Context: an optimization exercise on an open-source flow, tuned for small area, a short achievable clock period and few clock cycles. The choices shown serve that exercise and are no tape-out recipe. RTL that was checked went through simulation tests only; none was proved equivalent to the original. Power figures rest on the tool's default switching activity, not on a simulated workload.

## job 9336
==> flow/design.v (excerpt) <==
module simple_cpu
#(parameter DATA_WIDTH = 32)(
  input clk,
  input rstn,
  output [DATA_WIDTH-1:0] imem_addr,
  input  [DATA_WIDTH-1:0] imem_rdata,
  output [DATA_WIDTH-1:0] dmem_addr,
  output [DATA_WIDTH-1:0] dmem_wdata,
  output [3:0]            dmem_wstrb,
  output                  dmem_re,
  input  [DATA_WIDTH-1:0] dmem_rdata
);
For scale: ~5300 cells after synthesis, roughly 170 I/O pins, about 61000 um2 of cells after synthesis.
export LEC_CHECK = 0
export CAP_MARGIN = 20
export CORE_MARGIN = 2
export CORE_UTILIZATION = 40
export SETUP_SLACK_MARGIN = 5
export SLEW_MARGIN = 20
create_clock -name core_clock -period 10.0 [get_ports {clk}]
standard.sh (not shown) runs the stock make flow with config.mk's settings and CLKGATE_MAP_FILE= SYNTH_SCRIPT=/design/flow/synth_recipe.tcl, a recipe that flattens the netlist after the stock synthesis.
==> flow/flow/run.sh <==
#!/bin/bash
# Own layout flow: the standard flow (standard.sh) with two changes:
# the ports are buffered with buf_2 cells instead of the slow delay cell that
# buffer_ports picks by default, and CTS inserts no dummy loads.
set -euo pipefail
export BUFFER_PORTS_ARGS="-buffer_cell sky130_fd_sc_hd__buf_2"
export CTS_ARGS="-sink_clustering_enable -repair_clock_nets -dont_use_dummy_load"
bash standard.sh > standard_flow.log 2>&1
diff inputs: job 9336 => job 4480
--- a/flow/design.v
+++ b/flow/design.v
@@ -182,20 +182,13 @@
 generate
   for (gi = 0; gi < 8; gi = gi + 1) begin : cmp_grp
     lt_tree #(.W(4)) m_glt (.lt_bit(f_blt[4*gi +: 4]), .eq_bit(f_beq[4*gi +: 4]), .lt(f_glt[gi]));
     assign f_geq[gi] = &f_beq[4*gi +: 4];
   end
 endgenerate
-wire [12:0] f_agu_lo  = {1'b0, rf_rd1[11:0]} + {1'b0, f_imm[11:0]};
-wire [19:0] f_hi_inc  = rf_rd1[31:12] + 20'd1;
-wire [19:0] f_hi_dec  = rf_rd1[31:12] - 20'd1;
-wire        f_agu_c   = f_agu_lo[12];
-wire        f_agu_s   = f_imm[11];
-wire [19:0] f_agu_hi  = (f_agu_c & ~f_agu_s) ? f_hi_inc :
-                        (~f_agu_c & f_agu_s) ? f_hi_dec : rf_rd1[31:12];
-wire [31:0] f_agu     = {f_agu_hi, f_agu_lo[11:0]};    
+wire [31:0] f_agu = rf_rd1 + f_imm;       
 wire [31:0] f_tgt = next_pc + f_imm;
 wire [31:0] f_pc4 = next_pc + 32'd4;
 always @(posedge clk) begin
   if (!rstn) begin
     pc4       <= 32'd0;
     wr        <= 1'b0;
==> results.txt <==
- Job 4480 ran to completion and came out clean on the timing, DRC and antenna checks.
- NOTE: netlist area before placement in job 4480 exceeds that of job 9336
- Cmp job 4480 vs job 9336: worst-case reg-to-reg path depth lower in job 4480
- The higher non-clock buffer count came out of job 9336.
- Of job 4480 and job 9336, the higher routed wire length belongs to job 4480.
- Slowest stage cell on the critical path = or3_4: job 4480; slowest stage cell on the critical path = or4_4: job 9336
- Changes observed in job 4480 relative to job 9336: total non-filler cell area in the finished layout moved up; clock latency of the later-clocked register in the worst-skew pair moved up; final weighted congestion of routability-driven global placement moved up; share of the clock period used by the worst path moved down; clock network fraction of total power moved down.
- On critical path depth, the higher figure sits with job 9336, not job 4480.
- Between job 4480 and job 9336, the clock tree cell share of total cell area figures differ only marginally.
No functional check of the RTL was part of any run of this note.

simple_cpu, a different RTL version from the one above (not shown whole).
Size: about 5,400 cells after synthesis, roughly 1,200 flip-flops, roughly 170 I/O pins, ~0.062 mm^2 of cells after synthesis.
==> flow/design.v (excerpt) <==
module simple_cpu
#(parameter DATA_WIDTH = 32)(
  input clk,
  input rstn,
  output [DATA_WIDTH-1:0] imem_addr,
  input  [DATA_WIDTH-1:0] imem_rdata,
  output [DATA_WIDTH-1:0] dmem_addr,
  output [DATA_WIDTH-1:0] dmem_wdata,
  output [3:0]            dmem_wstrb,
  output                  dmem_re,
  input  [DATA_WIDTH-1:0] dmem_rdata
);
wire [31:0] f_inst = imem_rdata;
wire [6:0]  f_op   = f_inst[6:0];
wire [4:0]  f_rd   = f_inst[11:7];
wire [2:0]  f_f3   = f_inst[14:12];
wire [4:0]  f_rs1  = f_inst[19:15];
wire [4:0]  f_rs2  = f_inst[24:20];
wire        f_f7b5 = f_inst[30];
wire f_is_op     = (f_op == 7'b0110011);
wire f_is_opimm  = (f_op == 7'b0010011);
wire f_is_load   = (f_op == 7'b0000011);
wire f_is_store  = (f_op == 7'b0100011);
wire f_is_branch = (f_op == 7'b1100011);
wire f_is_jalr   = (f_op == 7'b1100111);
wire f_is_jal    = (f_op == 7'b1101111);
wire f_is_lui    = (f_op == 7'b0110111);
wire f_is_auipc  = (f_op == 7'b0010111);
wire f_wr = (f_is_op | f_is_opimm | f_is_load | f_is_jalr | f_is_jal | f_is_lui | f_is_auipc)
            & (f_rd != 5'd0);
wire f_tk_eq  = f_is_branch & (f_f3 == 3'b000);
wire f_tk_ne  = f_is_branch & (f_f3 == 3'b001);
wire f_tk_lt  = f_is_branch & (f_f3 == 3'b100);
wire f_tk_ge  = f_is_branch & (f_f3 == 3'b101);
wire f_tk_ltu = f_is_branch & (f_f3 == 3'b110);
wire f_tk_geu = f_is_branch & (f_f3 == 3'b111);
wire f_alu    = f_is_opimm | (f_is_op & (~f_f7b5 | f_f3 == 3'b000 | f_f3 == 3'b101));
wire f_r_add  = f_alu & (f_f3 == 3'b000);
wire f_r_sh   = f_alu & (f_f3 == 3'b001 | f_f3 == 3'b101);
wire f_r_slt  = f_alu & (f_f3 == 3'b010);
wire f_r_sltu = f_alu & (f_f3 == 3'b011);
wire f_r_xor  = f_alu & (f_f3 == 3'b100);
wire f_r_or   = f_alu & (f_f3 == 3'b110);
wire f_r_and  = f_alu & (f_f3 == 3'b111);
wire f_sub    = (f_is_op & f_f7b5 & (f_f3 == 3'b000)) | (f_f3[2:1] == 2'b01);
wire f_sh_l   = (f_f3 == 3'b001);
wire f_sh_a   = f_f7b5;
reg [31:0] f_imm;
always @(*) begin
  if (f_is_store)
    f_imm = {{20{f_inst[31]}}, f_inst[31:25], f_inst[11:7]};
  else if (f_is_branch)
    f_imm = {{20{f_inst[31]}}, f_inst[7], f_inst[30:25], f_inst[11:8], 1'b0};
  else if (f_is_jal)
    f_imm = {{12{f_inst[31]}}, f_inst[19:12], f_inst[20], f_inst[30:21], 1'b0};
  else if (f_is_lui | f_is_auipc)
    f_imm = {f_inst[31:12], 12'b0};
  ...
export LEC_CHECK = 0
export CAP_MARGIN = 20
export CORE_MARGIN = 2
export CORE_UTILIZATION = 40
export SETUP_SLACK_MARGIN = 5
export SLEW_MARGIN = 20
export SYNTH_HIERARCHICAL = 1
export SYNTH_MINIMUM_KEEP_SIZE = 50
create_clock -name core_clock -period 10.0 [get_ports {clk}]
==> flow/flow/run.sh <==
#!/bin/bash
# Own layout flow: the standard flow (standard.sh) with two changes:
# the ports are buffered with buf_2 cells instead of the slow delay cell that
# buffer_ports picks by default, and CTS inserts no dummy loads and builds the tree from clkbuf_8 cells, up to 12 sinks per leaf.
set -euo pipefail
export BUFFER_PORTS_ARGS="-buffer_cell sky130_fd_sc_hd__buf_2"
export CTS_ARGS="-sink_clustering_enable -repair_clock_nets -dont_use_dummy_load -sink_clustering_size 12 -sink_clustering_max_diameter 60 -buf_list sky130_fd_sc_hd__clkbuf_8"
bash standard.sh > standard_flow.log 2>&1
Testbench counts at the start, summed over its fixed seeds: cycles 1,992,704.
Change:
--- a/flow/design.v
+++ b/flow/design.v
@@ -63,23 +63,12 @@
   input  [31:0] a,
   input  [31:0] b,
   output [31:0] s
 );
   assign s = a + b;
 endmodule
-module rf_dec (
-  input  [4:0]  a,
-  output [31:1] y
-);
-  genvar i;
-  generate
-    for (i = 1; i < 32; i = i + 1) begin : line
-      assign y[i] = (a == i);
-    end
-  endgenerate
-endmodule
 module simple_cpu
 #(parameter DATA_WIDTH = 32)(
   input clk,
   input rstn,
   output [DATA_WIDTH-1:0] imem_addr,
   input  [DATA_WIDTH-1:0] imem_rdata,
@@ -158,25 +147,20 @@
 wire [31:0] next_pc;     
 wire [31:0] rf_rd1, rf_rd2;
 reg [31:0] regs [1:31];
 always @(posedge clk) begin
   if (wr) regs[rd] <= wb_data;
 end
-wire [31:1] sel1_lo, sel1_hi, sel2_lo, sel2_hi;
-rf_dec m_dec1_lo (.a(f_rs1), .y(sel1_lo));
-rf_dec m_dec1_hi (.a(f_rs1), .y(sel1_hi));
-rf_dec m_dec2_lo (.a(f_rs2), .y(sel2_lo));
-rf_dec m_dec2_hi (.a(f_rs2), .y(sel2_hi));
 reg [31:0] rf_rd1_r, rf_rd2_r;
 integer ri;
 always @(*) begin
   rf_rd1_r = 32'd0;
   rf_rd2_r = 32'd0;
   for (ri = 1; ri < 32; ri = ri + 1) begin
-    rf_rd1_r = rf_rd1_r | {{16{sel1_hi[ri]}} & regs[ri][31:16], {16{sel1_lo[ri]}} & regs[ri][15:0]};
-    rf_rd2_r = rf_rd2_r | {{16{sel2_hi[ri]}} & regs[ri][31:16], {16{sel2_lo[ri]}} & regs[ri][15:0]};
+    rf_rd1_r = rf_rd1_r | ({32{f_rs1 == ri}} & regs[ri]);
+    rf_rd2_r = rf_rd2_r | ({32{f_rs2 == ri}} & regs[ri]);
   end
 end
 assign rf_rd1 = rf_rd1_r;
 assign rf_rd2 = rf_rd2_r;
 wire f_use_rs2 = f_is_op | f_is_store | f_is_branch;
 wire f_hit1 = wr & (rd == f_rs1);
Outcome: The changed run passed the timing, DRC and antenna checks; count of clock-buffer cells in the layout goes up by 3; via count rises by 2.4%; core utilization goes up by 1.8 points; non-clock buffer count went up by 143; global-route usage climbs by 1.0 points; synthesized cell count drops by 1.0%; setup slack improves by 0.12 ns.
Function not checked in the second run of this note: the RTL went through the layout flow alone.

[what the ideal ports hide]
The flow's constraints put no driver on any port. The routed layouts listed below were extracted and timed again, unchanged, in two steps.
Step 1 assumes that a clkbuf_16 drives the clock port and a buf_2 every other input.
Step 2 moves the port delays by t, midway between the first and last clock arrival at a register: inputs arrive t later, outputs are due t later. That takes back most of the time a late clock gives input paths.
a / b / c = no drivers / after step 1 / after step 2; a / b = the first two.
run | t (ns) | slack for setup (ns) | worst register clock-pin slew, ns | worst data-port slew with drivers (ns)
job 9336 | 0.840 | 3.903 / 3.726 / 2.886 | 0.07 / 0.07 | 0.29
job 4480 | 0.852 | 4.625 / 4.478 / 3.626 | 0.08 / 0.08 | 0.24
the first run of note 2 | 0.966 | 4.703 / 4.650 / 3.684 | 0.09 / 0.09 | 0.14
the second run of note 2 | 0.974 | 4.824 / 4.750 / 3.848 | 0.09 / 0.09 | 0.16
After both steps setup and hold are still met in every run listed. The setup slack of the first run of note 2, which loses most, moves by -0.053 ns with the drivers and by -1.019 ns with both steps.
